From an optimization exercise on the open Yosys and OpenROAD flow, aimed at small area; shortcuts taken in it are not production practice. Function was checked by simulation only, so behaviour that the tests miss may differ from the original. No driver is modelled on the clock port, so clocking that relies on it looks cheaper here than on a real chip. Power is estimated from default activity; no workload was simulated.

===== config.mk =====
export PLATFORM = sky130hd
export DESIGN_NAME = lab8
export DESIGN_NICKNAME = lab8
export VERILOG_FILES = /design/flow/design.v
export SDC_FILE = /design/flow/constraint.sdc
export NUM_CORES = 4
export LEC_CHECK = 0
export CAP_MARGIN = 20
export CORE_MARGIN = 2
export CORE_UTILIZATION = 60
export SLEW_MARGIN = 20

===== constraint.sdc =====
create_clock -name core_clock -period 10.0 [get_ports {clk}]
set_input_delay 2.0000 -clock core_clock [delete_from_list [all_inputs] [get_ports {clk}]]
set_output_delay 2.0000 -clock core_clock [all_outputs]
set_load 0.01 [all_outputs]

===== design.v =====
module lab8 (input logic [3:0] num,
        input [3:0] sel,
        input logic write, reset, clk, direction,
        output logic an0, an1, an2, an3, an4, an5, an6, an7,
        output logic segA, segB, segC, segD, segE, segF, segG);
logic [9:0] D;
always_ff @(posedge clk or posedge reset)
    if (reset) D <= '0;
    else       D <= D - 1'b1;
wire tick100 = (D[3:0] == 4'd0);
wire tick1   = tick100 & (D[9:4] == 6'd0);
logic [1:0] r3;
logic [2:0] r5, r7;
always_ff @(posedge clk or posedge reset)
    if (reset) begin
        r3 <= '0; r5 <= '0; r7 <= '0;
    end else if (tick100) begin
        r3 <= (r3 == 2'd2) ? 2'd0 : r3 + 1'b1;
        r5 <= (r5 == 3'd4) ? 3'd0 : r5 + 1'b1;
        r7 <= (r7 == 3'd6) ? 3'd0 : r7 + 1'b1;
    end
logic [3:0] C;
always_ff @(posedge clk or posedge reset)
    if (reset)      C <= '0;
    else if (tick1) C <= C + 1'b1;
logic [3:0] Q [0:8];
always_ff @(posedge clk or posedge reset)
    if (reset) begin
        for (int i = 0; i < 9; i++) Q[i] <= '0;
    end else if (tick100 & write) begin
        for (int i = 0; i < 8; i++)
            if (sel == 4'(i)) Q[i] <= num;
        if (sel[3]) Q[8] <= num;
    end
wire [2:0] t8 = 3'd0 - D[6:4];                   
logic [2:0] m6;                                   
always_comb
    case ({r3, t8[0]})
        3'b000: m6 = 3'd0;
        3'b001: m6 = 3'd3;
        3'b010: m6 = 3'd4;
        3'b011: m6 = 3'd1;
        3'b100: m6 = 3'd2;
        3'b101: m6 = 3'd5;
        default: m6 = 3'd0;
    endcase
wire [2:0] u = C[2:0] ^ {3{C[3]}};
wire s3 = C[3] ^ direction;
logic [2:0] r;
always_comb
    case (u)
        3'd0: r = 3'd0;
        3'd1: r = {2'b0, t8[0]};
        3'd2: r = {1'b0, r3};
        3'd3: r = {1'b0, t8[1:0]};
        3'd4: r = r5;
        3'd5: r = m6;
        3'd6: r = r7;
        default: r = t8;
    endcase
wire [2:0] v = u - r;
logic [2:0] d, idx;
logic idx8;
always_comb
    if (write) begin
        d = sel[2:0]; idx = sel[2:0]; idx8 = sel[3];
    end else if (!s3) begin
        d = r; idx = v; idx8 = 1'b0;
    end else begin
        d = ~v; idx = 3'd0 - r; idx8 = (r == 3'd0);
    end
wire [3:0] h = idx8 ? Q[8] : Q[idx];
logic [6:0] seg;
always_comb
    case (h)
        4'h0: seg = 7'b0000001;
        4'h1: seg = 7'b1001111;
        4'h2: seg = 7'b0010010;
        4'h3: seg = 7'b0000110;
        4'h4: seg = 7'b1001100;
        4'h5: seg = 7'b0100100;
        4'h6: seg = 7'b0100000;
        4'h7: seg = 7'b0001111;
        4'h8: seg = 7'b0000000;
        4'h9: seg = 7'b0000100;
        4'hA: seg = 7'b0001000;
        4'hB: seg = 7'b1100000;
        4'hC: seg = 7'b0110001;
        4'hD: seg = 7'b1000010;
        4'hE: seg = 7'b0110000;
        default: seg = 7'b0111000;
    endcase
assign {segA, segB, segC, segD, segE, segF, segG} = seg;
wire [7:0] an = ~(8'd1 << d);
assign {an7, an6, an5, an4, an3, an2, an1, an0} = an;
endmodule

===== flow/run.sh =====
#!/bin/bash
# Own layout flow: the standard flow (standard.sh, ORFS) with
#  - synthesis through flow/synth.tcl (area-only ABC script, no adder
#    extraction, smallest drive strengths), registers unchanged;
#  - port buffers of the smallest buffer cell;
#  - a clock tree of small clock buffers without dummy loads.
# Each step's full output goes to a log file in this folder.
set -euo pipefail
W=$(pwd)
export MYFLOW=$W/flow
sed "s#SYNTH_SCRIPT=[^ ]*#SYNTH_SCRIPT=$W/flow/synth.tcl#" standard.sh > own_standard.sh
grep -q "SYNTH_SCRIPT=$W/flow/synth.tcl" own_standard.sh
KNOBS=(
  "ADDER_MAP_FILE="
  "BUFFER_PORTS_ARGS=-buffer_cell sky130_fd_sc_hd__buf_1"
  "CTS_ARGS=-sink_clustering_enable -repair_clock_nets -dont_use_dummy_load -root_buf sky130_fd_sc_hd__clkbuf_4 -buf_list sky130_fd_sc_hd__clkbuf_4 -sink_clustering_size 20 -sink_clustering_max_diameter 60"
)
bash own_standard.sh "${KNOBS[@]}" synth > log_synth.txt 2>&1
bash own_standard.sh "${KNOBS[@]}" floorplan > log_floorplan.txt 2>&1
bash own_standard.sh "${KNOBS[@]}" place > log_place.txt 2>&1
bash own_standard.sh "${KNOBS[@]}" cts > log_cts.txt 2>&1
bash own_standard.sh "${KNOBS[@]}" finish > log_finish.txt 2>&1
test -f out/final.def

===== flow/area.abc =====
strash; &get -n; &deepsyn -T 20; &put; dch -f; map -a; topo

===== flow/downsize.tcl =====
chtype -map sky130_fd_sc_hd__a2111o_2 sky130_fd_sc_hd__a2111o_1
chtype -map sky130_fd_sc_hd__a2111o_4 sky130_fd_sc_hd__a2111o_1
chtype -map sky130_fd_sc_hd__a2111oi_1 sky130_fd_sc_hd__a2111oi_0
chtype -map sky130_fd_sc_hd__a2111oi_2 sky130_fd_sc_hd__a2111oi_0
chtype -map sky130_fd_sc_hd__a2111oi_4 sky130_fd_sc_hd__a2111oi_0
chtype -map sky130_fd_sc_hd__a211o_2 sky130_fd_sc_hd__a211o_1
chtype -map sky130_fd_sc_hd__a211o_4 sky130_fd_sc_hd__a211o_1
chtype -map sky130_fd_sc_hd__a211oi_2 sky130_fd_sc_hd__a211oi_1
chtype -map sky130_fd_sc_hd__a211oi_4 sky130_fd_sc_hd__a211oi_1
chtype -map sky130_fd_sc_hd__a21bo_4 sky130_fd_sc_hd__a21bo_1
chtype -map sky130_fd_sc_hd__a21boi_2 sky130_fd_sc_hd__a21boi_0
chtype -map sky130_fd_sc_hd__a21boi_4 sky130_fd_sc_hd__a21boi_0
chtype -map sky130_fd_sc_hd__a21o_2 sky130_fd_sc_hd__a21o_1
chtype -map sky130_fd_sc_hd__a21o_4 sky130_fd_sc_hd__a21o_1
chtype -map sky130_fd_sc_hd__a21oi_2 sky130_fd_sc_hd__a21oi_1
chtype -map sky130_fd_sc_hd__a21oi_4 sky130_fd_sc_hd__a21oi_1
chtype -map sky130_fd_sc_hd__a221o_2 sky130_fd_sc_hd__a221o_1
chtype -map sky130_fd_sc_hd__a221o_4 sky130_fd_sc_hd__a221o_1
chtype -map sky130_fd_sc_hd__a221oi_2 sky130_fd_sc_hd__a221oi_1
chtype -map sky130_fd_sc_hd__a221oi_4 sky130_fd_sc_hd__a221oi_1
chtype -map sky130_fd_sc_hd__a22o_2 sky130_fd_sc_hd__a22o_1
chtype -map sky130_fd_sc_hd__a22o_4 sky130_fd_sc_hd__a22o_1
chtype -map sky130_fd_sc_hd__a22oi_2 sky130_fd_sc_hd__a22oi_1
chtype -map sky130_fd_sc_hd__a22oi_4 sky130_fd_sc_hd__a22oi_1
chtype -map sky130_fd_sc_hd__a2bb2o_2 sky130_fd_sc_hd__a2bb2o_1
chtype -map sky130_fd_sc_hd__a2bb2o_4 sky130_fd_sc_hd__a2bb2o_1
chtype -map sky130_fd_sc_hd__a2bb2oi_2 sky130_fd_sc_hd__a2bb2oi_1
chtype -map sky130_fd_sc_hd__a2bb2oi_4 sky130_fd_sc_hd__a2bb2oi_1
chtype -map sky130_fd_sc_hd__a311o_2 sky130_fd_sc_hd__a311o_1
chtype -map sky130_fd_sc_hd__a311o_4 sky130_fd_sc_hd__a311o_1
chtype -map sky130_fd_sc_hd__a311oi_2 sky130_fd_sc_hd__a311oi_1
chtype -map sky130_fd_sc_hd__a311oi_4 sky130_fd_sc_hd__a311oi_1
chtype -map sky130_fd_sc_hd__a31o_4 sky130_fd_sc_hd__a31o_1
chtype -map sky130_fd_sc_hd__a31oi_2 sky130_fd_sc_hd__a31oi_1
chtype -map sky130_fd_sc_hd__a31oi_4 sky130_fd_sc_hd__a31oi_1
chtype -map sky130_fd_sc_hd__a32o_2 sky130_fd_sc_hd__a32o_1
chtype -map sky130_fd_sc_hd__a32o_4 sky130_fd_sc_hd__a32o_1
chtype -map sky130_fd_sc_hd__a32oi_2 sky130_fd_sc_hd__a32oi_1
chtype -map sky130_fd_sc_hd__a32oi_4 sky130_fd_sc_hd__a32oi_1
chtype -map sky130_fd_sc_hd__a41o_2 sky130_fd_sc_hd__a41o_1
chtype -map sky130_fd_sc_hd__a41o_4 sky130_fd_sc_hd__a41o_1
chtype -map sky130_fd_sc_hd__a41oi_2 sky130_fd_sc_hd__a41oi_1
chtype -map sky130_fd_sc_hd__a41oi_4 sky130_fd_sc_hd__a41oi_1
chtype -map sky130_fd_sc_hd__and2_2 sky130_fd_sc_hd__and2_0
chtype -map sky130_fd_sc_hd__and2_4 sky130_fd_sc_hd__and2_0
chtype -map sky130_fd_sc_hd__and2b_2 sky130_fd_sc_hd__and2b_1
chtype -map sky130_fd_sc_hd__and2b_4 sky130_fd_sc_hd__and2b_1
chtype -map sky130_fd_sc_hd__and3_2 sky130_fd_sc_hd__and3_1
chtype -map sky130_fd_sc_hd__and3_4 sky130_fd_sc_hd__and3_1
chtype -map sky130_fd_sc_hd__and3b_2 sky130_fd_sc_hd__and3b_1
chtype -map sky130_fd_sc_hd__and3b_4 sky130_fd_sc_hd__and3b_1
chtype -map sky130_fd_sc_hd__and4_2 sky130_fd_sc_hd__and4_1
chtype -map sky130_fd_sc_hd__and4_4 sky130_fd_sc_hd__and4_1
chtype -map sky130_fd_sc_hd__and4b_2 sky130_fd_sc_hd__and4b_1
chtype -map sky130_fd_sc_hd__and4b_4 sky130_fd_sc_hd__and4b_1
chtype -map sky130_fd_sc_hd__and4bb_4 sky130_fd_sc_hd__and4bb_1
chtype -map sky130_fd_sc_hd__fa_2 sky130_fd_sc_hd__fa_1
chtype -map sky130_fd_sc_hd__fa_4 sky130_fd_sc_hd__fa_1
chtype -map sky130_fd_sc_hd__ha_2 sky130_fd_sc_hd__ha_1
chtype -map sky130_fd_sc_hd__ha_4 sky130_fd_sc_hd__ha_1
chtype -map sky130_fd_sc_hd__inv_4 sky130_fd_sc_hd__inv_1
chtype -map sky130_fd_sc_hd__inv_6 sky130_fd_sc_hd__inv_1
chtype -map sky130_fd_sc_hd__inv_8 sky130_fd_sc_hd__inv_1
chtype -map sky130_fd_sc_hd__inv_12 sky130_fd_sc_hd__inv_1
chtype -map sky130_fd_sc_hd__inv_16 sky130_fd_sc_hd__inv_1
chtype -map sky130_fd_sc_hd__maj3_2 sky130_fd_sc_hd__maj3_1
chtype -map sky130_fd_sc_hd__maj3_4 sky130_fd_sc_hd__maj3_1
chtype -map sky130_fd_sc_hd__mux2_4 sky130_fd_sc_hd__mux2_1
chtype -map sky130_fd_sc_hd__mux2_8 sky130_fd_sc_hd__mux2_1
chtype -map sky130_fd_sc_hd__mux2i_2 sky130_fd_sc_hd__mux2i_1
chtype -map sky130_fd_sc_hd__mux2i_4 sky130_fd_sc_hd__mux2i_1
chtype -map sky130_fd_sc_hd__mux4_4 sky130_fd_sc_hd__mux4_2
chtype -map sky130_fd_sc_hd__mux4_1 sky130_fd_sc_hd__mux4_2
chtype -map sky130_fd_sc_hd__nand2_2 sky130_fd_sc_hd__nand2_1
chtype -map sky130_fd_sc_hd__nand2_4 sky130_fd_sc_hd__nand2_1
chtype -map sky130_fd_sc_hd__nand2_8 sky130_fd_sc_hd__nand2_1
chtype -map sky130_fd_sc_hd__nand2b_2 sky130_fd_sc_hd__nand2b_1
chtype -map sky130_fd_sc_hd__nand2b_4 sky130_fd_sc_hd__nand2b_1
chtype -map sky130_fd_sc_hd__nand3_2 sky130_fd_sc_hd__nand3_1
chtype -map sky130_fd_sc_hd__nand3_4 sky130_fd_sc_hd__nand3_1
chtype -map sky130_fd_sc_hd__nand3b_2 sky130_fd_sc_hd__nand3b_1
chtype -map sky130_fd_sc_hd__nand3b_4 sky130_fd_sc_hd__nand3b_1
chtype -map sky130_fd_sc_hd__nand4_2 sky130_fd_sc_hd__nand4_1
chtype -map sky130_fd_sc_hd__nand4_4 sky130_fd_sc_hd__nand4_1
chtype -map sky130_fd_sc_hd__nand4b_2 sky130_fd_sc_hd__nand4b_1
chtype -map sky130_fd_sc_hd__nand4b_4 sky130_fd_sc_hd__nand4b_1
chtype -map sky130_fd_sc_hd__nand4bb_2 sky130_fd_sc_hd__nand4bb_1
chtype -map sky130_fd_sc_hd__nand4bb_4 sky130_fd_sc_hd__nand4bb_1
chtype -map sky130_fd_sc_hd__nor2_2 sky130_fd_sc_hd__nor2_1
chtype -map sky130_fd_sc_hd__nor2_4 sky130_fd_sc_hd__nor2_1
chtype -map sky130_fd_sc_hd__nor2_8 sky130_fd_sc_hd__nor2_1
chtype -map sky130_fd_sc_hd__nor2b_2 sky130_fd_sc_hd__nor2b_1
chtype -map sky130_fd_sc_hd__nor2b_4 sky130_fd_sc_hd__nor2b_1
chtype -map sky130_fd_sc_hd__nor3_2 sky130_fd_sc_hd__nor3_1
chtype -map sky130_fd_sc_hd__nor3_4 sky130_fd_sc_hd__nor3_1
chtype -map sky130_fd_sc_hd__nor3b_2 sky130_fd_sc_hd__nor3b_1
chtype -map sky130_fd_sc_hd__nor3b_4 sky130_fd_sc_hd__nor3b_1
chtype -map sky130_fd_sc_hd__nor4_2 sky130_fd_sc_hd__nor4_1
chtype -map sky130_fd_sc_hd__nor4_4 sky130_fd_sc_hd__nor4_1
chtype -map sky130_fd_sc_hd__nor4b_2 sky130_fd_sc_hd__nor4b_1
chtype -map sky130_fd_sc_hd__nor4b_4 sky130_fd_sc_hd__nor4b_1
chtype -map sky130_fd_sc_hd__nor4bb_2 sky130_fd_sc_hd__nor4bb_1
chtype -map sky130_fd_sc_hd__nor4bb_4 sky130_fd_sc_hd__nor4bb_1
chtype -map sky130_fd_sc_hd__o2111a_2 sky130_fd_sc_hd__o2111a_1
chtype -map sky130_fd_sc_hd__o2111a_4 sky130_fd_sc_hd__o2111a_1
chtype -map sky130_fd_sc_hd__o2111ai_2 sky130_fd_sc_hd__o2111ai_1
chtype -map sky130_fd_sc_hd__o2111ai_4 sky130_fd_sc_hd__o2111ai_1
chtype -map sky130_fd_sc_hd__o211a_4 sky130_fd_sc_hd__o211a_1
chtype -map sky130_fd_sc_hd__o211ai_2 sky130_fd_sc_hd__o211ai_1
chtype -map sky130_fd_sc_hd__o211ai_4 sky130_fd_sc_hd__o211ai_1
chtype -map sky130_fd_sc_hd__o21a_2 sky130_fd_sc_hd__o21a_1
chtype -map sky130_fd_sc_hd__o21a_4 sky130_fd_sc_hd__o21a_1
chtype -map sky130_fd_sc_hd__o21ai_2 sky130_fd_sc_hd__o21ai_0
chtype -map sky130_fd_sc_hd__o21ai_4 sky130_fd_sc_hd__o21ai_0
chtype -map sky130_fd_sc_hd__o21ba_4 sky130_fd_sc_hd__o21ba_1
chtype -map sky130_fd_sc_hd__o21bai_2 sky130_fd_sc_hd__o21bai_1
chtype -map sky130_fd_sc_hd__o21bai_4 sky130_fd_sc_hd__o21bai_1
chtype -map sky130_fd_sc_hd__o221a_4 sky130_fd_sc_hd__o221a_1
chtype -map sky130_fd_sc_hd__o221ai_2 sky130_fd_sc_hd__o221ai_1
chtype -map sky130_fd_sc_hd__o221ai_4 sky130_fd_sc_hd__o221ai_1
chtype -map sky130_fd_sc_hd__o22a_2 sky130_fd_sc_hd__o22a_1
chtype -map sky130_fd_sc_hd__o22a_4 sky130_fd_sc_hd__o22a_1
chtype -map sky130_fd_sc_hd__o22ai_2 sky130_fd_sc_hd__o22ai_1
chtype -map sky130_fd_sc_hd__o22ai_4 sky130_fd_sc_hd__o22ai_1
chtype -map sky130_fd_sc_hd__o2bb2a_2 sky130_fd_sc_hd__o2bb2a_1
chtype -map sky130_fd_sc_hd__o2bb2a_4 sky130_fd_sc_hd__o2bb2a_1
chtype -map sky130_fd_sc_hd__o2bb2ai_2 sky130_fd_sc_hd__o2bb2ai_1
chtype -map sky130_fd_sc_hd__o2bb2ai_4 sky130_fd_sc_hd__o2bb2ai_1
chtype -map sky130_fd_sc_hd__o311a_2 sky130_fd_sc_hd__o311a_1
chtype -map sky130_fd_sc_hd__o311a_4 sky130_fd_sc_hd__o311a_1
chtype -map sky130_fd_sc_hd__o311ai_2 sky130_fd_sc_hd__o311ai_0
chtype -map sky130_fd_sc_hd__o311ai_4 sky130_fd_sc_hd__o311ai_0
chtype -map sky130_fd_sc_hd__o31a_2 sky130_fd_sc_hd__o31a_1
chtype -map sky130_fd_sc_hd__o31a_4 sky130_fd_sc_hd__o31a_1
chtype -map sky130_fd_sc_hd__o31ai_2 sky130_fd_sc_hd__o31ai_1
chtype -map sky130_fd_sc_hd__o31ai_4 sky130_fd_sc_hd__o31ai_1
chtype -map sky130_fd_sc_hd__o32a_2 sky130_fd_sc_hd__o32a_1
chtype -map sky130_fd_sc_hd__o32a_4 sky130_fd_sc_hd__o32a_1
chtype -map sky130_fd_sc_hd__o32ai_2 sky130_fd_sc_hd__o32ai_1
chtype -map sky130_fd_sc_hd__o32ai_4 sky130_fd_sc_hd__o32ai_1
chtype -map sky130_fd_sc_hd__o41a_2 sky130_fd_sc_hd__o41a_1
chtype -map sky130_fd_sc_hd__o41a_4 sky130_fd_sc_hd__o41a_1
chtype -map sky130_fd_sc_hd__o41ai_2 sky130_fd_sc_hd__o41ai_1
chtype -map sky130_fd_sc_hd__o41ai_4 sky130_fd_sc_hd__o41ai_1
chtype -map sky130_fd_sc_hd__or2_4 sky130_fd_sc_hd__or2_0
chtype -map sky130_fd_sc_hd__or2b_2 sky130_fd_sc_hd__or2b_1
chtype -map sky130_fd_sc_hd__or2b_4 sky130_fd_sc_hd__or2b_1
chtype -map sky130_fd_sc_hd__or3_2 sky130_fd_sc_hd__or3_1
chtype -map sky130_fd_sc_hd__or3_4 sky130_fd_sc_hd__or3_1
chtype -map sky130_fd_sc_hd__or3b_4 sky130_fd_sc_hd__or3b_1
chtype -map sky130_fd_sc_hd__or4_2 sky130_fd_sc_hd__or4_1
chtype -map sky130_fd_sc_hd__or4_4 sky130_fd_sc_hd__or4_1
chtype -map sky130_fd_sc_hd__or4b_4 sky130_fd_sc_hd__or4b_1
chtype -map sky130_fd_sc_hd__or4bb_2 sky130_fd_sc_hd__or4bb_1
chtype -map sky130_fd_sc_hd__or4bb_4 sky130_fd_sc_hd__or4bb_1
chtype -map sky130_fd_sc_hd__sdlclkp_2 sky130_fd_sc_hd__sdlclkp_1
chtype -map sky130_fd_sc_hd__sdlclkp_4 sky130_fd_sc_hd__sdlclkp_1
chtype -map sky130_fd_sc_hd__xnor2_2 sky130_fd_sc_hd__xnor2_1
chtype -map sky130_fd_sc_hd__xnor2_4 sky130_fd_sc_hd__xnor2_1
chtype -map sky130_fd_sc_hd__xnor3_2 sky130_fd_sc_hd__xnor3_1
chtype -map sky130_fd_sc_hd__xnor3_4 sky130_fd_sc_hd__xnor3_1
chtype -map sky130_fd_sc_hd__xor2_2 sky130_fd_sc_hd__xor2_1
chtype -map sky130_fd_sc_hd__xor2_4 sky130_fd_sc_hd__xor2_1
chtype -map sky130_fd_sc_hd__xor3_2 sky130_fd_sc_hd__xor3_1
chtype -map sky130_fd_sc_hd__xor3_4 sky130_fd_sc_hd__xor3_1

===== flow/synth.tcl =====
proc abc {args} {
    set i [lsearch -exact $args -script]
    if {$i >= 0} {
        set args [lreplace $args $i [expr {$i + 1}] -script $::env(MYFLOW)/area.abc]
    }
    yosys abc {*}$args
}
source $::env(MYFLOW)/../synth_recipe.tcl
source $::env(MYFLOW)/downsize.tcl
opt_clean -purge
tee -o $::env(REPORTS_DIR)/synth_stat_own.txt stat -liberty [string trim $::env(LIB_FILES)]
# left out here: write 1_2_yosys.v

===== standard.sh =====
#!/bin/bash
# synth_recipe.tcl (not shown) runs the flow's synth.tcl, then flattens the netlist and writes it again
# the make line also repeats each setting of config.mk as NAME=value (left out here)
make -C /OpenROAD-flow-scripts/flow DESIGN_CONFIG=/design/flow/config.mk WORK_HOME=/design/flow/orfs CLKGATE_MAP_FILE= SYNTH_SCRIPT=/design/flow/synth_recipe.tcl "${@:-finish}"

==> results.py, run 1 <==
metrics = {
    "floorplan": {
        "core.rowCount": 26,
        "pin_count": 27,
        "dieArea_sq_um": 5690,
        "dieHeight_microns": 75.5,
        "core-area_sq_um": 5010,
        "die_w_microns": 75.5,
        "initial_utilization_pct": 61.1,
    },
    "timing": {
        "finalSetupViolCount": 0,
        "finalMaxSlewViolations": 0,
        "fin_crit_ns": 7.34,
        "tightest_slew_ns": 0.716,
        "slew_headroom_pct": 52.2,
        "final.setup.tns_ns": 0,
        "timing.final.ws_setup_ns": 2.66,
        "skew_ns": 0.0445,
        "finalHoldViolCount": 0,
        "fin_crit_sh_pct": 73.4,
        "fmax_mhz": 136,
        "rsz0062_at_grt": "no",
    },
    "drt": {
        "routed_via_density": 5.25,
        "first_iter_violations": 175,
        "drtAntennaViolNets": 0,
        "route.detailed.drc": 0,
        "routed_wirelength_microns": 6760,
        "post_drt_wl_per_cell_microns": 13.0,
        "vias": 2727,
        "first_pass_iters": 4,
    },
    "finish": {
        "fin_area_sq_um": 3320,
        "finalNetCount": 463,
        "fin_cells": 519,
        "drive_gt1_share_pct": 4.23,
        "diodes": 0,
        "nFillCells": 478,
        "areaGrowthSynthToFinish_pct": 8.50,
        "layout_commonest_cell": "nand2_1",
        "final_cell_mix": "nand2_1 (94), clkinv_1 (69), nor2_1 (69)",
    },
    "critical_path": {
        "path_max_fanout": 7,
        "worstSetupPathType": "in -> out",
        "worst_setup_path_start_kind": "input port",
        "cp_cell_sequence": "buf_1 -> or2_2 -> nand2_1 -> clkinv_1 -> o21ai_0 -> xor2_1 -> nand2_1 -> nand2_1 -> clkinv_1 -> nor2_1 -> clkinv_1 -> o22ai_1 -> o21ai_0 -> o21ai_0 -> o311ai_0 -> o21ai_0 -> clkinv_1 -> nor2_1 -> clkinv_1 -> a21oi_1 -> nand2_1 -> nand3_1 -> buf_1",
        "cp_common_cell": "clkinv_1",
        "crit_required_ns": 8.00,
        "end_kind": "output pin",
        "cp_slowest_stage_delay_ns": 0.38,
        "crit_slowest_cell": "nor2_1",
        "cp_data_arrival_time_ns": 5.34,
    },
    "grt": {
        "grt_pass1_wl_microns": 10900,
        "track_usage_pct": 26.0,
        "grt-ovfl-total": 0,
        "grt_pass1_vias": 2250,
        "antenna_found_initial": 0,
        "grt_max_degree": 59,
    },
    "synth": {
        "syn_nets": 425,
        "syn-cell-area_sq_um": 3060,
        "synth_area_per_cell_sq_um": 7.42,
        "synthesis.instances": 413,
        "ys_types": 25,
        "yosys_register_bits": 58,
        "synth-seq-area-share_pct": 47.4,
        "yosysWarnings": 2,
    },
    "placed_design": {
        "placed_area_sq_um": 3260,
        "dp_hpwl_microns": 5090,
        "gp_congestion": 0.968,
        "pre_cts_ws_ns": 2.71,
        "port_buffers": 26,
        "dp.cells": 510,
    },
    "clocking": {
        "post_cts_resized": 0,
        "cts_tree": "done",
        "cts_made_buffers": 9,
        "cts-hold-fix-buffers": 0,
        "htree_num_levels": 3,
        "cts_setup_buffers": 0,
        "clk_pin_slew_ns": 0.10,
        "cts-root-buf": "clkbuf_4",
        "clock_latency_ns": 0.41,
        "cts_buffer_depth": 2,
        "cts_num_sinks": 58,
    },
    "power": {
        "peakVddDrop_v": 0.000107,
        "power_density_nw_per_um2": 133,
        "power.total_mw": 0.443,
        "power.leakage_nw": 1.40,
    },
    "worst_hold_path": {
        "min_path_type": "reg -> reg",
    },
    "run": {
        "cap_violations": 0,
    },
    "run_status": {
        "status": "timing/DRC/antenna clean",
    },
}
worst paths after layout:
check | from | end | slack [ns] | depth (start not counted)
setup / recovery | direction | segD | 2.66 | 23
hold / removal | D[0]$_DFF_PP0_ | D[0]$_DFF_PP0_ | 0.48 | 1
setup reg to reg | D[0]$_DFF_PP0_ | C[3]$_DFFE_PP0P_ | 6.80 | 17
hold reg to reg | D[0]$_DFF_PP0_ | D[0]$_DFF_PP0_ | 0.48 | 1
max in group asynchronous | reset | Q[8][2]$_DFFE_PP0P_ | 7.72 | 3
min in group asynchronous | reset | D[0]$_DFF_PP0_ | 1.76 | 3
kinds of logic (layout without fill, tap and decap cells):
family                    count (synthesis)  in the layout  share of synthesized area (%)
and+or+nand+nor                         181            181                           23.2
xor gates and xnor gates                  6              6                           1.72
DFF                                      58             58                           47.4
buffers and inverters                    70            106                           8.58
muxes                                     5              5                           1.84
AOI/OAI and AO/OA                        93             93                           17.2
power by group:
| group | switching (mW) | internal [mW] |
|---|---|---|
| Combinational | 0.0539 | 0.0256 |
| Clock | 0.0730 | 0.0416 |
| Sequential | 0.00476 | 0.245 |
sequential cells by signal, summed over array words and instances, names as in the netlist:
| signal | cells |
|---|---|
| r3 | 2 |
| r7 | 3 |
| r5 | 3 |
| Q | 36 |
| D | 10 |
| C | 4 |
metal layers:
metal / routed length, microns / GRT usage (%) / vias to the layer above / part of all wire, %
met4: 126 / 10.9 / 0 / 1.9
li1: - / - / 1419 / -
met5: 0 / 0 / - / 0
met3: 395 / 5.42 / 14 / 5.8
met2: 2750 / 34.0 / 75 / 41
met1: 3480 / 41.3 / 1219 / 52
synthesized netlist by cell type:
cell,instances,area (sq um)
o311ai_0,2,17.5
clkinv_1,70,263
a31oi_1,2,12.5
dfrtp_1,58,1450
a221oi_1,1,8.76
o2111ai_1,1,8.76
a21oi_1,32,160
mux2_2,5,56.3
nand4_1,3,18.8
a22oi_1,4,30.0
nand2_1,94,353
a211oi_1,2,15.0
o21a_1,2,15.0
o22ai_1,3,18.8
or2_2,3,18.8
xnor2_1,2,17.5
o21ai_0,36,180
nor3_1,3,15.0
nor2_1,69,259
o21bai_1,1,7.51
o211ai_1,6,45.0
o221ai_1,1,8.76
nor3b_1,1,7.51
xor2_1,4,35.0
nand3_1,8,40.0
layout make-up:
type                       instances  area, sq um  share of cell area (%)
clock buffer                       9         67.6                    2.03
multi-input combinational        285         1350                    40.6
sequential                        58         1450                    43.7
timing repair buffer              27          105                    3.16
inverter                          70          263                    7.91
tap                               70         87.6                    2.64
critical path: cells and delay by family:
family | cells | cell delay [ns]
AOI/OAI and AO/OA | 7 | 1.13
buffers and inverters | 7 | 0.84
xor gates and xnor gates | 1 | 0.16
and+or+nand+nor | 8 | 1.23
through the flow:
step / hold slack (ns) / utilization, %
finish: 0.482 / 66.3
global route: 0.514 / 66.3
CTS: 0.488 / 66.3
detailed placement: 0.462 / 65.0
global placement: 0.457 / 65.0
floorplan: 0.443 / -
==> run 2: changes to the inputs <==
--- a/design.v
+++ b/design.v
@@ -24,13 +24,4 @@
     if (reset)      C <= '0;
     else if (tick1) C <= C + 1'b1;
-logic [3:0] Q [0:8];
-always_ff @(posedge clk or posedge reset)
-    if (reset) begin
-        for (int i = 0; i < 9; i++) Q[i] <= '0;
-    end else if (tick100 & write) begin
-        for (int i = 0; i < 8; i++)
-            if (sel == 4'(i)) Q[i] <= num;
-        if (sel[3]) Q[8] <= num;
-    end
 wire [2:0] t8 = 3'd0 - D[6:4];                   
 logic [2:0] m6;                                   
@@ -70,5 +61,6 @@
         d = ~v; idx = 3'd0 - r; idx8 = (r == 3'd0);
     end
-wire [3:0] h = idx8 ? Q[8] : Q[idx];
+logic [3:0] h;
+assign h = idx8 ? Q[8] : Q[idx];
 logic [6:0] seg;
 always_comb
@@ -94,3 +86,14 @@
 wire [7:0] an = ~(8'd1 << d);
 assign {an7, an6, an5, an4, an3, an2, an1, an0} = an;
+logic [3:0] Q [0:8];
+wire wr = tick100 & write;
+always_ff @(posedge clk or posedge reset)
+    if (reset) begin
+        for (int i = 0; i < 9; i++) Q[i] <= '0;
+    end else if (wr) begin
+        if (!an[0] && !sel[3]) Q[0] <= num;
+        for (int i = 1; i < 8; i++)
+            if (!an[i]) Q[i] <= num;
+        if (sel[3]) Q[8] <= num;
+    end
 endmodule
==> flow/area1.abc (new file) <==
strash; &get -n; &fraig -x; &put; dc2; dc2; dc2; &get -n; &dch -f; &nf -R 1000; &put
==> flow/area2.abc (new file) <==
strash; &get -n; &fraig -x; &put; dc2; dc2; dc2; &get -n; &dch -f; &nf -p -R 1000; &put
==> flow/area3.abc (new file) <==
strash; &get -n; &fraig -x; &put; dc2; resub -K 8 -N 2; dc2; resub -K 10 -N 2; dc2; &get -n; &dch -f; &nf -R 1000; &put
==> flow/area4.abc (new file) <==
strash; dch -f; map -a; topo; strash; dch -f; map -a; topo
==> flow/area5.abc (new file) <==
strash; balance; resub -K 6; rewrite; resub -K 6 -N 2; refactor; resub -K 8; balance; resub -K 8 -N 2; rewrite; resub -K 10; rewrite -z; resub -K 10 -N 2; balance; resub -K 12; refactor -z; resub -K 12 -N 2; rewrite -z; balance; dch -f; map -a; topo
==> flow/area6.abc (new file) <==
strash; dc2; dc2; dch -f; map -a; topo
==> flow/synth.tcl (replaced) <==
proc abc {args} {
    # ORFS hands ABC the clock period in ns where ABC reads ps; give it the
    # period in ps so that the mapping aims at area, not at an unreachable delay.
    set i [lsearch -exact $args -D]
    if {$i >= 0} {
        set args [lreplace $args $i [expr {$i + 1}] -D [expr {int(1000 * ([info exists ::env(FLOW_PERIOD_NS)] ? $::env(FLOW_PERIOD_NS) : 10))}]]
    }
    set i [lsearch -exact $args -script]
    set args [lreplace $args $i [expr {$i + 1}]]
    set lib [string trim $::env(LIB_FILES)]
    # Map with each area script in turn and keep the smallest result.
    yosys design -save pre_abc
    set best ""
    set best_area 1e18
    foreach script [lsort [glob $::env(MYFLOW)/area*.abc]] {
        yosys design -load pre_abc
        yosys abc -script $script {*}$args
        set st [yosys tee -q -s result.string stat -liberty $lib]
        if {[regexp {Chip area for module[^:]*:\s*([0-9.]+)} $st -> area]} {
            puts "ABC script [file tail $script]: area $area"
            if {$area < $best_area} {
                set best_area $area
                set best $script
            }
        }
    }
    puts "ABC script chosen: [file tail $best] (area $best_area)"
    yosys design -load pre_abc
    yosys abc -script $best {*}$args
}
source $::env(MYFLOW)/../synth_recipe.tcl
source $::env(MYFLOW)/downsize.tcl
opt_clean -purge
tee -o $::env(REPORTS_DIR)/synth_stat_own.txt stat -liberty [string trim $::env(LIB_FILES)]
# left out here: write 1_2_yosys.v
removed: flow/area.abc
==> results.py, run 2 <==
metrics = {
    "synth": {
        "synthTopCellsByArea": "dfrtp_1 (49%), nand2_1 (12%), nor2_1 (9.4%)",
        "synth-seq-area-share_pct": 48.6,
        "synthTopCellsByCount": "nand2_1 (93), nor2_1 (75), dfrtp_1 (58)",
        "yosysMostFrequentCell": "nand2_1",
        "ys.flop_type": "dfrtp_1",
        "yosysWarnings": 2,
        "ys_types": 24,
        "synth_top_area_cell": "dfrtp_1",
        "syn-cell-area_sq_um": 2990,
        "synth_top_area_share_pct": 48.6,
        "synth_area_per_cell_sq_um": 7.62,
        "yosys_register_bits": 58,
        "async_flop_share_pct": 100,
        "syn_nets": 404,
        "synthesis.instances": 392,
        "synth_edf_count": 0,
    },
    "critical_path": {
        "cp_data_arrival_time_ns": 5.32,
        "worst_setup_path_start_kind": "flip-flop",
        "regToRegSetupSlack_ns": 6.21,
        "rr_endpoint": "Q[4][2]$_DFFE_PP0P_",
        "r2r_cells": 15,
        "cp_common_cell": "clkinv_1",
        "crit_slowest_cell": "dfrtp_1",
        "crit_required_ns": 8.00,
        "worstSetupPathType": "reg -> out",
        "path_buf_inv": 6,
        "cp_slowest_stage_delay_ns": 0.47,
        "end_kind": "output pin",
        "cp_cell_sequence": "xor2_1 -> clkinv_1 -> nor2_1 -> clkinv_1 -> nor4_1 -> a21oi_1 -> nand4_1 -> clkinv_1 -> nand2_1 -> nand2_1 -> o21ai_0 -> xor2_1 -> nand2_1 -> o211ai_1 -> o21ai_0 -> clkinv_1 -> a32o_1 -> a2111oi_0 -> o21bai_1 -> clkinv_1 -> o21ai_0 -> o211ai_1 -> a21oi_1 -> buf_1",
        "timing.rr.start": "C[3]$_DFFE_PP0P_",
        "path_max_fanout": 8,
        "critPathTopFamily": "compound AO/OA/AOI/OAI gates",
    },
    "drt": {
        "drtAntennaViolNets": 0,
        "route.detailed.drc": 0,
        "first_iter_violations": 271,
        "post_drt_wl_per_cell_microns": 13.2,
        "routed_via_density": 5.50,
        "routed_wirelength_microns": 6560,
        "first_pass_iters": 5,
        "vias": 2722,
    },
    "timing": {
        "finalSetupViolCount": 0,
        "fin_crit_ns": 7.32,
        "timing.hold.ws_ns": 0.473,
        "final.setup.tns_ns": 0,
        "skew_ns": 0.0365,
        "slew_headroom_pct": 40.6,
        "tightest_slew_ns": 0.879,
        "fin_crit_sh_pct": 73.2,
        "rsz0062_at_grt": "no",
        "fmax_mhz": 137,
        "finalMaxSlewViolations": 0,
        "finalHoldViolCount": 0,
        "timing.final.ws_setup_ns": 2.68,
    },
    "floorplan": {
        "pin_count": 27,
        "die_w_microns": 74.6,
        "core-area_sq_um": 4750,
        "core.rowCount": 25,
        "dieArea_sq_um": 5560,
        "initial_utilization_pct": 62.8,
        "dieHeight_microns": 74.6,
    },
    "clocking": {
        "cts_buffer_depth": 2,
        "cts_tree": "done",
        "cts-root-buf": "clkbuf_4",
        "cts-hold-fix-buffers": 0,
        "post_cts_resized": 0,
        "clk_pin_slew_ns": 0.09,
        "clock_latency_ns": 0.41,
        "cts_setup_buffers": 0,
        "cts_num_sinks": 58,
        "cts_made_buffers": 9,
        "htree_num_levels": 3,
    },
    "worst_hold_path": {
        "hold_end": "D[0]$_DFF_PP0_",
        "whs_path_depth": 1,
        "min_path_type": "reg -> reg",
        "min-delay-start": "D[0]$_DFF_PP0_",
    },
    "power": {
        "p_int_mw": 0.315,
        "clkPwrFrac_pct": 25.5,
        "power_frac_comb_pct": 16.5,
        "power_density_nw_per_um2": 137,
        "peakVddDrop_v": 0.000100,
        "power.leakage_nw": 1.40,
        "swShare_pct": 29.3,
        "p_sw_mw": 0.130,
        "seqPwrFrac_pct": 58.0,
    },
    "finish": {
        "diodes": 0,
        "top_register": "Q",
        "final_cell_mix": "nand2_1 (93), nor2_1 (75), dfrtp_1 (58)",
        "largest_reg_flops": 36,
        "layout_commonest_cell": "nand2_1",
        "areaGrowthSynthToFinish_pct": 8.79,
        "reg_top3": "Q x36, D x10, C x4",
        "drive_gt1_share_pct": 2.80,
        "nFillCells": 448,
        "finalNetCount": 442,
    },
    "grt": {
        "grt-ovfl-total": 0,
        "antenna_found_initial": 0,
        "track_usage_pct": 26.9,
        "grt_pass1_wl_microns": 11200,
        "grt_pass1_vias": 2443,
        "grt_max_degree": 59,
    },
    "run_status": {
        "status": "timing/DRC/antenna clean",
    },
    "placed_design": {
        "pre_cts_ws_ns": 2.83,
        "dp_hpwl_microns": 4920,
        "port_buffers": 26,
        "gp_congestion": 0.893,
    },
    "run": {
        "cap_violations": 0,
    },
}
[run 2: cell types whose count changed after synthesis, moves of 3 or more]
cell / change
xor2_1: +4
mux2_2: -5
clkinv_1: -23
a22oi_1: +10
or2_2: -3
nand3_1: -4
nor2_1: +6
o21ai_0: -6
[run 2: how the worst max path moves through the flow]
stage,start,to,cells after the start
2_1_floorplan,direction,segF,14
3_5_place_dp,direction,segF,16
5_1_grt,C[3]$_DFFE_PP0P_,segF,26
4_1_cts,C[3]$_DFFE_PP0P_,segF,24
6_report,C[3]$_DFFE_PP0P_,segF,24
3_3_place_gp,direction,segF,16
[run 2: metal layers]
layer	GRT usage, %	up-vias	part of all wire, %
met1	38.3	1232	49
li1	-	1384	-
met3	5.56	14	6.0
met5	0	-	0
met4	10.9	0	2.2
met2	40.2	92	43
[run 2: worst register-to-register path: stages (launching register included)]
cell,delay (ns)
dfrtp_1,0.47
xor2_1,0.42
clkinv_1,0.20
nand2_1,0.12
nor2_1,0.07
a22oi_1,0.17
nand2_1,0.14
nor2_1,0.21
clkinv_1,0.18
a221oi_1,0.60
clkinv_1,0.20
nor2_1,0.24
nand2_1,0.10
nor2_1,0.41
nor2_1,0.09
a21oi_1,0.13
[run 2: area by class of cell]
| type | instances | area [sq um] | area share (%) |
|---|---|---|---|
| repair buffers | 27 | 105 | 3.23 |
| inverters | 47 | 176 | 5.43 |
| clock buffers | 9 | 67.6 | 2.08 |
| multi-input cells | 287 | 1370 | 42.0 |
| flip-flops and latches | 58 | 1450 | 44.6 |
| well taps | 67 | 83.8 | 2.58 |
[run 2: cell families (layout without fill, tap and decap cells)]
group	after synthesis	count (layout)	share of synthesized area, %
AO/OA/AOI/OAI	94	94	18.7
XOR/XNOR	10	10	2.93
buffers and inverters	47	83	5.90
flip-flops	58	58	48.6
AND/OR/NAND/NOR	183	183	23.9
[run 2: power groups by stage]
stage / clock [mW] / sequential, mW / combinational (mW)
floorplan: 0 / 0.260 / 0.0535
global route: 0.127 / 0.260 / 0.0845
CTS: 0.117 / 0.258 / 0.0732
finish: 0.114 / 0.258 / 0.0734
global placement: 0 / 0.263 / 0.0709
detailed placement: 0 / 0.263 / 0.0730
[run 2: per-stage QoR]
stage | utilization, % | instance area, sq um | total power [mW] | std cells
floorplan | - | 2990 | 0.313 | 392
global placement | 66.8 | 3180 | 0.334 | 486
detailed placement | 66.8 | 3180 | 0.336 | 486
CTS | 68.2 | 3240 | 0.448 | 495
global route | 68.4 | 3250 | 0.472 | 495
finish | 68.4 | 3250 | 0.445 | 495
==> run 3: changes to the inputs <==
--- a/design.v
+++ b/design.v
@@ -4,13 +4,13 @@
         output logic an0, an1, an2, an3, an4, an5, an6, an7,
         output logic segA, segB, segC, segD, segE, segF, segG);
-logic [9:0] D;
-always_ff @(posedge clk or posedge reset)
-    if (reset) D <= '0;
-    else       D <= D - 1'b1;
-wire tick100 = (D[3:0] == 4'd0);
-wire tick1   = tick100 & (D[9:4] == 6'd0);
+logic [9:0] E;
+always_ff @(posedge clk)
+    if (reset) E <= 10'b1111110000;
+    else       E <= E - 1'b1;
+wire tick100 = (E[3:0] == 4'd0);
+wire tick1   = tick100 & (E[9:4] == 6'b111111);
 logic [1:0] r3;
 logic [2:0] r5, r7;
-always_ff @(posedge clk or posedge reset)
+always_ff @(posedge clk)
     if (reset) begin
         r3 <= '0; r5 <= '0; r7 <= '0;
@@ -21,8 +21,9 @@
     end
 logic [3:0] C;
-always_ff @(posedge clk or posedge reset)
+always_ff @(posedge clk)
     if (reset)      C <= '0;
     else if (tick1) C <= C + 1'b1;
-wire [2:0] t8 = 3'd0 - D[6:4];                   
+logic [3:0] Q [0:8];
+wire [2:0] t8 = ~E[6:4];                         
 logic [2:0] m6;                                   
 always_comb
@@ -36,6 +37,6 @@
         default: m6 = 3'd0;
     endcase
-wire [2:0] u = C[2:0] ^ {3{C[3]}};
-wire s3 = C[3] ^ direction;
+wire [2:0] u = reset ? 3'd0 : C[2:0] ^ {3{C[3]}};
+wire s3 = (C[3] & ~reset) ^ direction;
 logic [2:0] r;
 always_comb
@@ -61,6 +62,5 @@
         d = ~v; idx = 3'd0 - r; idx8 = (r == 3'd0);
     end
-logic [3:0] h;
-assign h = idx8 ? Q[8] : Q[idx];
+wire [3:0] h = reset ? 4'd0 : (idx8 ? Q[8] : Q[{1'b0, idx}]);
 logic [6:0] seg;
 always_comb
@@ -86,14 +86,11 @@
 wire [7:0] an = ~(8'd1 << d);
 assign {an7, an6, an5, an4, an3, an2, an1, an0} = an;
-logic [3:0] Q [0:8];
 wire wr = tick100 & write;
-always_ff @(posedge clk or posedge reset)
-    if (reset) begin
-        for (int i = 0; i < 9; i++) Q[i] <= '0;
-    end else if (wr) begin
-        if (!an[0] && !sel[3]) Q[0] <= num;
-        for (int i = 1; i < 8; i++)
-            if (!an[i]) Q[i] <= num;
-        if (sel[3]) Q[8] <= num;
-    end
+wire [3:0] wdata = reset ? 4'd0 : num;
+always_ff @(posedge clk) begin
+    if (reset || (wr && !an[0] && !sel[3])) Q[0] <= wdata;
+    for (int i = 1; i < 8; i++)
+        if (reset || (wr && !an[i])) Q[i] <= wdata;
+    if (reset || (wr && sel[3])) Q[8] <= wdata;
+end
 endmodule
==> flow/area10.abc (new file) <==
strash; &get -n; &fraig -x; &put; dc2; resub -K 8 -N 2; dc2; resub -K 10 -N 2; dc2; resub -K 12 -N 2; dc2; dch -f; amap; topo
==> flow/area11.abc (new file) <==
strash; &get -n; &fraig -x; &put; dc2; resub -K 8 -N 2; dc2; resub -K 10 -N 2; dc2; resub -K 12 -N 2; dc2; dch -f; amap -F 10 -A 30; topo
==> flow/area12.abc (new file) <==
strash; &get -n; &fraig -x; &put; dc2; resub -K 8 -N 2; dc2; resub -K 10 -N 2; dc2; resub -K 12 -N 2; dc2; &get -n; &dch -f; &nf -R 1000; &put; &get -n; &dch -f; &nf -R 1000; &put
==> flow/area13.abc (new file) <==
strash; &get -n; &fraig -x; &put; dc2; resub -K 8 -N 2; dc2; resub -K 10 -N 2; dc2; resub -K 12 -N 2; dc2; &get -n; &dch -f; &nf -R 2000 -E 100; &put
==> flow/area7.abc (new file) <==
strash; &get -n; &fraig -x; &put; dc2; resub -K 8 -N 2; dc2; resub -K 10 -N 2; dc2; resub -K 12 -N 2; dc2; &get -n; &dch -f; &nf -R 1000; &put
==> flow/area8.abc (new file) <==
strash; &get -n; &fraig -x; &put; dc2; resub -K 8 -N 2; dc2; resub -K 10 -N 2; dc2; dch -f; map -a; topo
==> flow/area9.abc (new file) <==
strash; balance; resub -K 6; rewrite; resub -K 6 -N 2; refactor; resub -K 8; balance; resub -K 8 -N 2; rewrite; resub -K 10; rewrite -z; resub -K 10 -N 2; balance; resub -K 12; refactor -z; resub -K 12 -N 2; rewrite -z; balance; &get -n; &dch -f; &nf -R 1000; &put
--- a/config.mk
+++ b/config.mk
@@ -8,4 +8,5 @@
 export CAP_MARGIN = 20
 export CORE_MARGIN = 2
-export CORE_UTILIZATION = 60
+export CORE_UTILIZATION = 75
+export GPL_TIMING_DRIVEN = 0
 export SLEW_MARGIN = 20
==> results.py, run 3 <==
metrics = {
    "worst_hold_path": {
        "hold_end": "E[0]$_SDFF_PP0_",
        "whs_path_depth": 1,
        "min-delay-start": "E[0]$_SDFF_PP0_",
        "min_path_type": "reg -> reg",
    },
    "grt": {
        "grt_pass1_wl_microns": 11100,
        "track_usage_pct": 36.4,
        "grt-ovfl-total": 0,
        "grt_max_degree": 24,
        "grt_pass1_vias": 2363,
        "antenna_found_initial": 0,
    },
    "drt": {
        "first_pass_iters": 6,
        "first_iter_violations": 410,
        "post_drt_wl_per_cell_microns": 18.6,
        "routed_via_density": 6.78,
        "route.detailed.drc": 0,
        "routed_wirelength_microns": 6700,
        "drtAntennaViolNets": 0,
        "vias": 2449,
    },
    "finish": {
        "drive_gt1_share_pct": 3.49,
        "areaGrowthSynthToFinish_pct": 8.43,
        "diodes": 0,
        "nFillCells": 181,
        "finalNetCount": 329,
        "layout_commonest_cell": "nor2_1",
        "largest_reg_flops": 36,
        "utilization_pct": 86.0,
        "final_cell_mix": "nor2_1 (38), edfxtp_1 (36), clkinv_1 (30)",
        "top_register": "Q",
        "fin_area_sq_um": 2910,
        "reg_top3": "Q x36, E x10, C x4",
    },
    "critical_path": {
        "r2r_cells": 12,
        "crit_required_ns": 8.00,
        "timing.rr.start": "C[3]$_SDFFE_PP0P_",
        "worstSetupPathType": "in -> out",
        "rr_endpoint": "Q[0][2]$_DFFE_PP_",
        "cp_data_arrival_time_ns": 7.19,
        "regToRegSetupSlack_ns": 5.73,
        "path_max_fanout": 23,
        "worst_setup_path_start_kind": "input port",
        "end_kind": "output pin",
    },
    "synth": {
        "ys_types": 31,
        "syn-cell-area_sq_um": 2690,
        "async_flop_share_pct": 0,
        "yosysMostFrequentCell": "nor2_1",
        "synth_area_per_cell_sq_um": 9.60,
        "synthTopCellsByCount": "nor2_1 (38), edfxtp_1 (36), clkinv_1 (31)",
        "ys.flop_type": "edfxtp_1",
        "synthTopCellsByArea": "edfxtp_1 (40%), dfxtp_1 (16%), o21ai_0 (5.4%)",
        "syn_nets": 292,
        "yosysWarnings": 2,
        "synth_top_area_cell": "edfxtp_1",
        "yosys_register_bits": 58,
        "synth-seq-area-share_pct": 56.6,
        "synth_top_area_share_pct": 40.2,
        "synthesis.instances": 280,
        "synth_edf_count": 36,
    },
    "timing": {
        "timing.final.ws_setup_ns": 0.814,
        "slew_headroom_pct": 46.2,
        "finalHoldViolCount": 0,
        "fin_crit_ns": 9.19,
        "finalSetupViolCount": 0,
        "skew_ns": 0.0295,
        "fmax_mhz": 109,
        "final.setup.tns_ns": 0,
        "finalMaxSlewViolations": 0,
        "tightest_slew_ns": 0.798,
        "rsz0062_at_grt": "no",
        "fin_crit_sh_pct": 91.9,
    },
    "clocking": {
        "clk_pin_slew_ns": 0.08,
        "clock_latency_ns": 0.40,
        "cts_buffer_depth": 2,
        "cts_tree": "done",
        "htree_num_levels": 3,
        "cts_num_sinks": 58,
        "cts_made_buffers": 9,
        "cts-hold-fix-buffers": 0,
        "cts_setup_buffers": 0,
        "cts-root-buf": "clkbuf_4",
    },
    "run": {
        "cap_violations": 0,
    },
    "floorplan": {
        "pin_count": 27,
        "core-area_sq_um": 3390,
        "dieHeight_microns": 63.9,
        "die_w_microns": 63.9,
        "initial_utilization_pct": 79.3,
        "core.rowCount": 21,
        "dieArea_sq_um": 4080,
    },
    "power": {
        "power_density_nw_per_um2": 165,
        "peakVddDrop_v": 0.000128,
        "power.total_mw": 0.480,
        "power.leakage_nw": 0.959,
    },
    "placed_design": {
        "port_buffers": 26,
        "dp_hpwl_microns": 4620,
        "gp_congestion": 0.897,
        "pre_cts_ws_ns": -0.0588,
        "placed_area_sq_um": 2840,
    },
    "run_status": {
        "status": "timing/DRC/antenna clean",
    },
}
-- run 3: through the flow --
| stage | hold WS [ns] | cells |
|---|---|---|
| final | 0.449 | 361 |
| after floorplan | 0.410 | 280 |
| after detailed placement | 0.435 | 352 |
| after global routing | 0.471 | 361 |
| after CTS | 0.450 | 361 |
| after global placement | 0.421 | 352 |
-- run 3: worst max-delay path by stage --
| stage | startpoint | endpoint | slack, ns | cells past startpoint |
|---|---|---|---|---|
| after floorplan | reset | segF | 2.02 | 26 |
| after global placement | reset | segF | 0.08 | 28 |
| after detailed placement | reset | segF | -0.06 | 28 |
| after CTS | reset | segF | 0.21 | 28 |
| after global routing | reset | segF | 0.25 | 28 |
| final | reset | segF | 0.81 | 28 |
-- run 3: where the power goes --
part / switching, mW / total, mW / leakage (nW) / internal (mW)
combinational: 0.0603 / 0.0853 / 0.370 / 0.0250
sequential: 0.00936 / 0.282 / 0.548 / 0.272
clock: 0.0716 / 0.113 / 0.0414 / 0.0417
total: 0.141 / 0.480 / 0.959 / 0.339
-- run 3: metal layers --
metal,wire length [microns],up-vias,track usage (%)
met4,266,0,18.5
met2,3430,177,63.9
met5,0,-,0
li1,-,1127,-
met3,560,33,6.16
met1,2440,1112,42.7
-- run 3: layout make-up --
cell class,instances,area [sq um],share of cell area (%)
tap,46,57.6,1.98
multi-input combinational,191,1050,36.0
sequential,58,1520,52.2
inverter,31,119,4.08
clock buffer,9,67.6,2.32
timing repair buffer,26,98.8,3.39
-- run 3: cell families (layout without fill, tap and decap cells) --
family / after synthesis / count (layout) / synth area share, %
flip-flops: 58 / 58 / 56.6
buffers and inverters: 31 / 66 / 4.33
AND/OR/NAND/NOR: 95 / 95 / 15.5
AO/OA/AOI/OAI: 96 / 96 / 23.5
-- run 3: worst max-delay path: stages --
cell and delay [ns]:
clkbuf_2 0.38, inv_4 0.20, nand2_1 0.14, or2_0 0.15
nor2b_1 0.08, a222oi_1 0.42, clkinv_1 0.21, nor2_1 0.28
clkinv_1 0.13, o21a_1 0.20, o21ai_0 0.07, o21ai_0 0.09
a21oi_1 0.30, clkinv_1 0.15, nor2_1 0.23, clkinv_1 0.16
nor2_1 0.32, a221o_1 0.20, a221oi_1 0.06, a21oi_1 0.23
o221a_1 0.33, nand2_1 0.10, nor2_1 0.13, clkinv_1 0.12
nand3_1 0.10, o21ai_0 0.11, nor2_1 0.12, buf_1 0.16
-- run 3: repair_timing --
| action | CTS | global route |
|---|---|---|
| setup endpoints to repair | 2 | 7 |
| resized for setup | 1 | 3 |
| endpoints found under the hold margin | 0 | 0 |
| pin swaps | 0 | 0 |
==> run 4: changes to the inputs <==
--- a/design.v
+++ b/design.v
@@ -4,10 +4,10 @@
         output logic an0, an1, an2, an3, an4, an5, an6, an7,
         output logic segA, segB, segC, segD, segE, segF, segG);
-logic [9:0] E;
+logic [9:0] D;
 always_ff @(posedge clk)
-    if (reset) E <= 10'b1111110000;
-    else       E <= E - 1'b1;
-wire tick100 = (E[3:0] == 4'd0);
-wire tick1   = tick100 & (E[9:4] == 6'b111111);
+    if (reset) D <= '0;
+    else       D <= D - 1'b1;
+wire tick100 = (D[3:0] == 4'd0);
+wire tick1   = tick100 & (D[9:4] == 6'd0);
 logic [1:0] r3;
 logic [2:0] r5, r7;
@@ -24,6 +24,5 @@
     if (reset)      C <= '0;
     else if (tick1) C <= C + 1'b1;
-logic [3:0] Q [0:8];
-wire [2:0] t8 = ~E[6:4];                         
+wire [2:0] t8 = 3'd0 - D[6:4];                   
 logic [2:0] m6;                                   
 always_comb
@@ -62,5 +61,6 @@
         d = ~v; idx = 3'd0 - r; idx8 = (r == 3'd0);
     end
-wire [3:0] h = reset ? 4'd0 : (idx8 ? Q[8] : Q[{1'b0, idx}]);
+logic [3:0] h;
+assign h = reset ? 4'd0 : (idx8 ? Q[8] : Q[idx]);
 logic [6:0] seg;
 always_comb
@@ -86,4 +86,5 @@
 wire [7:0] an = ~(8'd1 << d);
 assign {an7, an6, an5, an4, an3, an2, an1, an0} = an;
+logic [3:0] Q [0:8];
 wire wr = tick100 & write;
 wire [3:0] wdata = reset ? 4'd0 : num;
==> flow/area10.abc (replaced) <==
strash; &get -n; &fraig -x; &put; dc2; dc2; &get -n; &synch2; &put; dc2; &get -n; &dch -f; &nf -R 1000; &put
==> flow/clock.tcl (new file) <==
# PRE_CTS_TCL hook: the clock tree by hand. The clock port drives
# MY_CLK_GROUPS buffers of type MY_CLK_BUF, each placed at the centre of a
# group of nearby flip-flops and driving their clock pins (groups by k-means
# on the flip-flops' places). TritonCTS is then skipped; the rest of ORFS's
# CTS step (placement legalisation, timing repair) runs as usual.
set db [ord::get_db]
set block [ord::get_db_block]
set master [$db findMaster $::env(MY_CLK_BUF)]
set k $::env(MY_CLK_GROUPS)
set clknet [[$block findBTerm clk] getNet]
set sinks {}
foreach it [$clknet getITerms] {
    set loc [[$it getInst] getLocation]
    lappend sinks [list $it [lindex $loc 0] [lindex $loc 1]]
}
set sinks [lsort -real -index 1 $sinks]
set n [llength $sinks]
# start: k groups by x order, then k-means
set centres {}
for {set g 0} {$g < $k} {incr g} {
    set s [lindex $sinks [expr {int(($g + 0.5) * $n / $k)}]]
    lappend centres [list [lindex $s 1] [lindex $s 2]]
}
for {set iter 0} {$iter < 20} {incr iter} {
    set members {}
    for {set g 0} {$g < $k} {incr g} { lappend members {} }
    foreach s $sinks {
        set best 0
        set bd 1e30
        for {set g 0} {$g < $k} {incr g} {
            set c [lindex $centres $g]
            set d [expr {abs([lindex $s 1] - [lindex $c 0]) + abs([lindex $s 2] - [lindex $c 1])}]
            if {$d < $bd} { set bd $d; set best $g }
        }
        lset members $best [concat [lindex $members $best] [list $s]]
    }
    set centres {}
    for {set g 0} {$g < $k} {incr g} {
        set sx 0.0; set sy 0.0; set m [llength [lindex $members $g]]
        foreach s [lindex $members $g] { set sx [expr {$sx + [lindex $s 1]}]; set sy [expr {$sy + [lindex $s 2]}] }
        if {$m > 0} { lappend centres [list [expr {$sx / $m}] [expr {$sy / $m}]] } else { lappend centres {0 0} }
    }
}
for {set g 0} {$g < $k} {incr g} {
    set ms [lindex $members $g]
    if {[llength $ms] == 0} { continue }
    set inst [odb::dbInst_create $block $master "clkbuf_own_$g"]
    set net [odb::dbNet_create $block "clknet_own_$g"]
    $net setSigType CLOCK
    [$inst findITerm A] connect $clknet
    [$inst findITerm X] connect $net
    foreach s $ms {
        set it [lindex $s 0]
        $it disconnect
        $it connect $net
    }
    set c [lindex $centres $g]
    $inst setLocation [expr {int([lindex $c 0])}] [expr {int([lindex $c 1])}]
    $inst setPlacementStatus PLACED
    puts "clock buffer clkbuf_own_$g drives [llength $ms] flip-flops"
}
$clknet setSigType CLOCK
global_connect
rename clock_tree_synthesis ""
proc clock_tree_synthesis {args} {
    puts "TritonCTS skipped: clock tree made by hand in clock.tcl"
    set_propagated_clock [all_clocks]
}
--- a/config.mk
+++ b/config.mk
@@ -8,5 +8,4 @@
 export CAP_MARGIN = 20
 export CORE_MARGIN = 2
-export CORE_UTILIZATION = 75
-export GPL_TIMING_DRIVEN = 0
+export CORE_UTILIZATION = 60
 export SLEW_MARGIN = 20
removed: flow/area11.abc
removed: flow/area12.abc
removed: flow/area13.abc
==> results.py, run 4 <==
metrics = {
    "critical_path": {
        "path_max_fanout": 27,
        "critPathTopFamily": "compound AO/OA/AOI/OAI gates",
        "cp.depth": 22,
        "cp_data_arrival_time_ns": 7.07,
        "path_buf_inv": 5,
        "cp_slowest_stage_delay_ns": 0.55,
        "cp_cell_sequence": "buf_1 -> buf_4 -> clkinv_1 -> nand2_1 -> nor2_1 -> o21ai_0 -> a21oi_1 -> a221oi_1 -> nand2_1 -> o21ai_0 -> o22ai_1 -> xnor2_1 -> o21ai_0 -> nor3b_1 -> a222oi_1 -> a31o_1 -> a31oi_1 -> clkinv_1 -> o21ai_0 -> nand3_1 -> o221ai_1 -> buf_1",
        "worstSetupPathType": "in -> out",
        "worst_setup_path_start_kind": "input port",
        "cp_common_cell": "o21ai_0",
        "timing.rr.start": "C[3]$_SDFFE_PP0P_",
        "crit_path_end": "segD",
        "r2r_cells": 13,
        "end_kind": "output pin",
        "crit_slowest_cell": "o21ai_0",
        "startpoint": "reset",
        "crit_required_ns": 8.00,
        "regToRegSetupSlack_ns": 6.12,
        "rr_endpoint": "Q[7][1]$_DFFE_PP_",
    },
    "grt": {
        "grt_max_degree": 28,
        "grt_pass1_wl_microns": 9550,
        "grt_pass1_vias": 2047,
        "antenna_found_initial": 0,
        "grt-ovfl-total": 0,
        "track_usage_pct": 25.2,
    },
    "placed_design": {
        "dp.cells": 352,
        "gp_congestion": 0.962,
        "dp_hpwl_microns": 4270,
        "port_buffers": 26,
        "pre_cts_ws_ns": 1.05,
    },
    "clocking": {
        "clock_latency_ns": 0.39,
        "cts_made_buffers": 9,
        "cts_tree": "done",
        "cts-hold-fix-buffers": 0,
        "cts_num_sinks": 58,
        "clk_pin_slew_ns": 0.07,
        "cts_setup_buffers": 0,
        "post_cts_resized": 0,
    },
    "floorplan": {
        "pin_count": 27,
        "die_w_microns": 71.7,
        "core-area_sq_um": 4380,
        "core.rowCount": 24,
        "initial_utilization_pct": 62.8,
        "dieHeight_microns": 71.7,
        "dieArea_sq_um": 5150,
    },
    "synth": {
        "synthTopCellsByCount": "edfxtp_1 (36), nand2_1 (36), nor2_1 (30)",
        "syn-cell-area_sq_um": 2750,
        "yosys.area_share.simple_pct": 20.1,
        "synth-seq-area-share_pct": 55.3,
        "synth_area_per_cell_sq_um": 10.1,
        "muxShareOfSynthArea_pct": 0,
        "synthTopCellsByArea": "edfxtp_1 (39%), dfxtp_1 (16%), nand2_1 (4.9%)",
        "synth_top_area_cell": "edfxtp_1",
        "ys.flop_type": "edfxtp_1",
        "synth_fa_ha_area_share_pct": 0,
        "synth_top_family_by_area": "simple AND/OR/NAND/NOR gates",
        "synthesis.instances": 272,
        "synth_top_area_share_pct": 39.3,
        "synth_xor_area_share_pct": 5.09,
        "yosysWarnings": 2,
        "syn_nets": 284,
        "async_flop_share_pct": 0,
        "synth_compound_area_share_pct": 19.2,
        "yosys_register_bits": 58,
        "synth_edf_count": 36,
        "ys_types": 35,
    },
    "run_status": {
        "status": "timing/DRC/antenna clean",
    },
    "timing": {
        "slew_headroom_pct": 45.5,
        "tightest_slew_ns": 0.811,
        "fmax_mhz": 110,
        "skew_ns": 0.0257,
        "final.setup.tns_ns": 0,
        "finalSetupViolCount": 0,
        "finalHoldViolCount": 0,
        "rsz0062_at_grt": "no",
        "fin_crit_sh_pct": 90.7,
        "finalMaxSlewViolations": 0,
        "timing.final.ws_setup_ns": 0.927,
        "fin_crit_ns": 9.07,
    },
    "drt": {
        "first_pass_iters": 5,
        "post_drt_wl_per_cell_microns": 16.2,
        "routed_wirelength_microns": 5840,
        "route.detailed.drc": 0,
        "first_iter_violations": 176,
        "routed_via_density": 6.22,
        "vias": 2244,
        "drtAntennaViolNets": 0,
    },
    "finish": {
        "finalNetCount": 323,
        "top_register": "Q",
        "largest_reg_flops": 36,
        "fin_cells": 361,
        "seqCellArea_sq_um": 1520,
        "final_cell_mix": "edfxtp_1 (36), nand2_1 (36), nor2_1 (30)",
        "areaGrowthSynthToFinish_pct": 8.91,
        "drive_gt1_share_pct": 3.56,
        "multi_input_area_sq_um": 1220,
        "diodes": 0,
        "nFillCells": 350,
        "reg_top3": "Q x36, D x10, C x4",
    },
    "power": {
        "power_density_nw_per_um2": 170,
        "peakVddDrop_v": 0.000108,
        "power.leakage_nw": 1.03,
    },
    "worst_hold_path": {
        "min_path_type": "reg -> reg",
        "whs_path_depth": 1,
    },
    "run": {
        "cap_violations": 0,
    },
}
-- run 4: changes by cell type after synthesis, moves of 5 or more --
cell,delta
nand3_1,-11
clkinv_1,-29
o21ai_0,-8
xor2_1,+7
nor2_1,-8
nand2b_1,+7
nand2_1,+13
xnor2_1,+9
o22ai_1,-5
a22oi_1,+6
-- run 4: power by group --
part	internal [mW]	switching (mW)
registers	0.279	0.0170
clock network	0.0417	0.0696
logic	0.0397	0.0635
total	0.360	0.150
-- run 4: metrics by stage --
| step | power (mW) | cell area, sq um | util, % | hold WS [ns] |
|---|---|---|---|---|
| after floorplan | 0.373 | 2750 | - | 0.428 |
| after global placement | 0.402 | 2930 | 66.8 | 0.444 |
| after detailed placement | 0.403 | 2930 | 66.8 | 0.461 |
| after CTS | 0.513 | 3000 | 68.4 | 0.478 |
| after global routing | 0.540 | 3000 | 68.4 | 0.524 |
| final | 0.510 | 3000 | 68.4 | 0.474 |
-- run 4: worst min-delay path by stage --
| stage | start | to | slack [ns] |
|---|---|---|---|
| after detailed placement | D[0]$_SDFF_PP0_ | D[0]$_SDFF_PP0_ | 0.46 |
| after CTS | D[0]$_SDFF_PP0_ | D[0]$_SDFF_PP0_ | 0.48 |
| after floorplan | D[0]$_SDFF_PP0_ | D[0]$_SDFF_PP0_ | 0.43 |
| after global routing | D[3]$_SDFF_PP0_ | D[3]$_SDFF_PP0_ | 0.52 |
| after global placement | D[0]$_SDFF_PP0_ | D[0]$_SDFF_PP0_ | 0.44 |
| final | D[0]$_SDFF_PP0_ | D[0]$_SDFF_PP0_ | 0.47 |
-- run 4: cells by family (layout without fill, tap and decap cells) --
| family | after synthesis | in the layout |
|---|---|---|
| AOI/OAI and AO/OA | 80 | 80 |
| xor gates and xnor gates | 16 | 16 |
| DFF | 58 | 58 |
| buffers and inverters | 2 | 39 |
| and+or+nand+nor | 116 | 116 |
-- run 4: metal layers --
layer  part of all wire [%]  vias up  track usage, %
met3                    5.9       11            8.02
met4                    2.1        0            9.01
li1                       -     1108               -
met2                     49       85            41.8
met5                      0        -               0
met1                     43     1040            31.0
-- run 4: area by class of cell, clock buffers not listed --
type                       instances  share of cell area, %
multi-input combinational        212                   40.8
sequential                        58                   50.8
tap                               52                   2.17
timing repair buffer              28                   3.76
inverter                           2                  0.250

## separate check: timing with driven ports
In the flow no input, the clock included, has a driving cell. The finished layouts below were timed again as built, in two steps. Step 1 assumes that a clkbuf_16 drives the clock port and a buf_2 every other input. Step 2 adds t to the input delays and takes it off the output delays; t is the mean of the earliest and latest rising clock arrival at the registers after step 1. Input paths then give back, and output paths get back, about the clock's delay inside the block. Three values: ideal, step 1, step 2; two values: the first two.
run	t, ns	slack for setup (ns)	pins driven straight from the clock port
run 1	0.411	2.658 / 2.627 / 2.627	1
run 2	0.416	2.684 / 2.657 / 2.768	1
run 3	0.406	0.814 / 0.792 / 0.792	1
run 4	0.406	0.927 / 0.906 / 0.906	1
After both steps setup and hold are still met in every run listed. For run 1, which loses most, drivers alone change the setup slack by -0.031 ns; drivers and shift together by -0.031 ns.
